From an optimization exercise on the open Yosys and OpenROAD flow, aimed at small area and a short achievable clock period; shortcuts taken in it are not production practice.
The RTL was checked by simulation tests, not by an equivalence proof against the original design.
Power is estimated from default activity; no workload was simulated.

== sierra ==
==> flow/design.v (excerpt) <==
module systolic_2x2 #(parameter DATA_TYPE = 3'b011) (
    input clk,
    input rst,
    input load_in,
    input [31:0] row_in_row0, row_in_row1,
    input [31:0] col_in_col0, col_in_col1,
    output [63:0] result_row00, result_row01, result_row10, result_row11,
    output carry_00, carry_01, carry_10, carry_11,
    output reg done,
    output reg valid_op
);
    wire [31:0] pe00_row_out, pe00_col_out;
    wire [31:0] pe01_row_out, pe01_col_out;
    wire [31:0] pe10_row_out, pe10_col_out;
    wire [31:0] pe11_row_out, pe11_col_out;
    wire [64:0] pe00_result, pe01_result, pe10_result, pe11_result;
    reg  [19:0] vld;
    reg         pe_done;
    wire pe00_done = pe_done, pe01_done = pe_done, pe10_done = pe_done, pe11_done = pe_done;
    always @(posedge clk) begin
        if (rst) begin
            vld     <= 20'b0;
            pe_done <= 1'b0;
        end else begin
            vld     <= {vld[18:0], load_in};
            pe_done <= vld[19] & ~load_in;
        end
    end
    pe #(.HOLD_A(1), .HOLD_B(1)) pe00 (.clk(clk), .rst(rst), .load_in(load_in), .mul_done(vld[19]),
        .row_in(row_in_row0), .col_in(col_in_col0),
        .row_out(pe00_row_out), .col_out(pe00_col_out), .pe_result(pe00_result));
    pe #(.HOLD_A(0), .HOLD_B(1)) pe01 (.clk(clk), .rst(rst), .load_in(load_in), .mul_done(vld[19]),
        .row_in(pe00_row_out), .col_in(col_in_col1),
        .row_out(pe01_row_out), .col_out(pe01_col_out), .pe_result(pe01_result));
    pe #(.HOLD_A(1), .HOLD_B(0)) pe10 (.clk(clk), .rst(rst), .load_in(load_in), .mul_done(vld[19]),
        .row_in(row_in_row1), .col_in(pe00_col_out),
        .row_out(pe10_row_out), .col_out(pe10_col_out), .pe_result(pe10_result));
    pe #(.HOLD_A(0), .HOLD_B(0)) pe11 (.clk(clk), .rst(rst), .load_in(load_in), .mul_done(vld[19]),
        .row_in(pe10_row_out), .col_in(pe01_col_out),
  ...
export LEC_CHECK = 0
export CAP_MARGIN = 50
export CELL_PAD_IN_SITES_DETAIL_PLACEMENT = 1
export CORE_MARGIN = 2
export CORE_UTILIZATION = 35
export CTS_CLUSTER_DIAMETER = 70
export CTS_CLUSTER_SIZE = 24
export PLACE_DENSITY = 0.5
export SETUP_SLACK_MARGIN = 2.2
export SLEW_MARGIN = 80
create_clock -name core_clock -period 5.0 [get_ports {clk}]
standard.sh (not shown) runs the stock make flow with config.mk's settings and CLKGATE_MAP_FILE= SYNTH_SCRIPT=/design/flow/synth_recipe.tcl, a recipe that flattens the netlist after the stock synthesis.
==> flow/flow/run.sh <==
#!/bin/bash
# Own layout flow: the standard flow, except that synthesis keeps the prefix
# adder modules (pfx_add*) apart until the end and maps them with a
# delay-oriented ABC script. Everything else, including every register, is the
# standard synthesis; the design is flattened before it is written out.
set -euo pipefail
W=$(pwd)
F=$W/flow
KEEP="pfx_add32x pfx_add64pg pfx_add65"
# same make call as standard.sh, with our synthesis script in place of synth_recipe.tcl
sed -e "s#SYNTH_SCRIPT=[^ ]*synth_recipe.tcl#SYNTH_SCRIPT=$W/my_synth.tcl#" \
    -e "s#CLKGATE_MAP_FILE= #CLKGATE_MAP_FILE= 'SYNTH_KEEP_MODULES=$KEEP' #" standard.sh > my_standard.sh
grep -q "SYNTH_SCRIPT=$W/my_synth.tcl" my_standard.sh
grep -q "SYNTH_KEEP_MODULES=" my_standard.sh
sed "s#@FLOW_SYNTH@#$W/synth_recipe.tcl#" $F/my_synth.tcl.in > $W/my_synth.tcl
export MY_ABC_SCRIPT=$F/adder.abc
export MY_ABC_MODS="pfx_add*"
bash my_standard.sh synth > $W/synth.log 2>&1
bash standard.sh finish > $W/layout.log 2>&1
test -f out/final.def
==> flow/flow/adder.abc <==
strash
dch
map -D 1600
buffer -c
topo
upsize -c
dnsize -c
==> flow/flow/my_synth.tcl.in <==
# synth_recipe.tcl, with ABC run first on the adder modules with another script
proc abc {args} {
  set i [lsearch -exact $args -script]
  set fast $args
  lset fast [expr {$i + 1}] $::env(MY_ABC_SCRIPT)
  puts "own flow: abc with $::env(MY_ABC_SCRIPT) on $::env(MY_ABC_MODS)"
  yosys abc {*}$fast {*}$::env(MY_ABC_MODS)
  yosys abc {*}$args
}
source @FLOW_SYNTH@
## Diff of input files: maple against sierra
Settings: swapping 50 for 20 in CAP_MARGIN; swapping 80 for 20 in SLEW_MARGIN.
==> comparison <==
- Compared with sierra, in maple sequential power picked up an extra about 2%, total cell area at the placement stage down 5.7%, final-layout worst hold slack higher, leakage power shrank by 9.2 nW.
Input changes introduced in fjord (baseline for comparison: maple):
Settings: swapping 2.2 for 2.45 in SETUP_SLACK_MARGIN.
### Flow results
Relative slew slack delta for fjord relative to maple: 12 points higher. As far as average cell area after synthesis goes, fjord and maple are indistinguishable; the numbers are identical. Via count of the first global-routing pass (fjord over maple): increase, 1.7%. On final hold slack, the higher figure sits with maple, not fjord. Wire: fjord routes more than maple. Looking at vias after detailed routing across both flows, fjord is the weaker of the two, with maple ahead. fjord vs. maple: non-clock buffer count in the final layout increased 65%, register-to-register slack has increased. Between fjord and maple, the difference in clock skew is negligible.
The inputs of juniper differ from those of fjord as listed below.
Settings: swapping 20 for 60 in SLEW_MARGIN; swapping 2.45 for 2.2 in SETUP_SLACK_MARGIN.
[summary]
- fjord -> juniper: placeable core region delta 0, exact match
- Number of hold-slack violations in the final timing report came out exactly the same in fjord and juniper.
- juniper ends up with a met1 usage that is 0.18 points lower than in fjord.
- Against fjord, power after layout in juniper fell slightly.
- Summary of juniper over fjord: switching part of the total power lost 0.35 points; worst setup margin picked up an extra 28 ps; sequential share of layout area picked up an extra 1.5 points; wire length of the first global-routing pass lost about 1.9%; total clock buffers created by CTS lost 4.
- Relative to fjord, the wire length measured on juniper has decreased by a few percent.

[port drivers added, routing unchanged]
The results above use ideal ports. As a check the final layouts listed here were re-extracted and re-timed, cells and wires unchanged.
Step 1: set_driving_cell puts a clkbuf_16 on clk and a buf_2 on each other input, an assumption about the parent block.
Step 2 moves the port delays by t, midway between the first and last clock arrival at a register: inputs arrive t later, outputs are due t later. That takes back most of the time a late clock gives input paths.
a / b / c = ideal ports / drivers / drivers and shift; a / b = the first two.
| run | t (ns) | slack for setup (ns) | hold WS [ns] | slew at the worst register clock pin (ns) | worst data-port slew with drivers (ns) |
|---|---|---|---|---|---|
| sierra | 1.173 | 2.183 / 2.095 / 1.908 | 0.183 / 0.109 / 0.272 | 0.10 / 0.10 | 0.22 |
| maple | 1.170 | 2.100 / 2.092 / 1.916 | 0.263 / 0.263 / 0.263 | 0.10 / 0.10 | 0.21 |
| fjord | 1.175 | 2.226 / 2.132 / 1.863 | 0.258 / 0.258 / 0.258 | 0.10 / 0.10 | 0.22 |
| juniper | 1.171 | 2.254 / 2.133 / 1.907 | 0.250 / 0.169 / 0.250 | 0.10 / 0.10 | 0.23 |
After both steps every run listed still meets setup and hold. For fjord, which loses most, drivers alone change the setup slack by -0.094 ns; drivers and shift together by -0.363 ns.
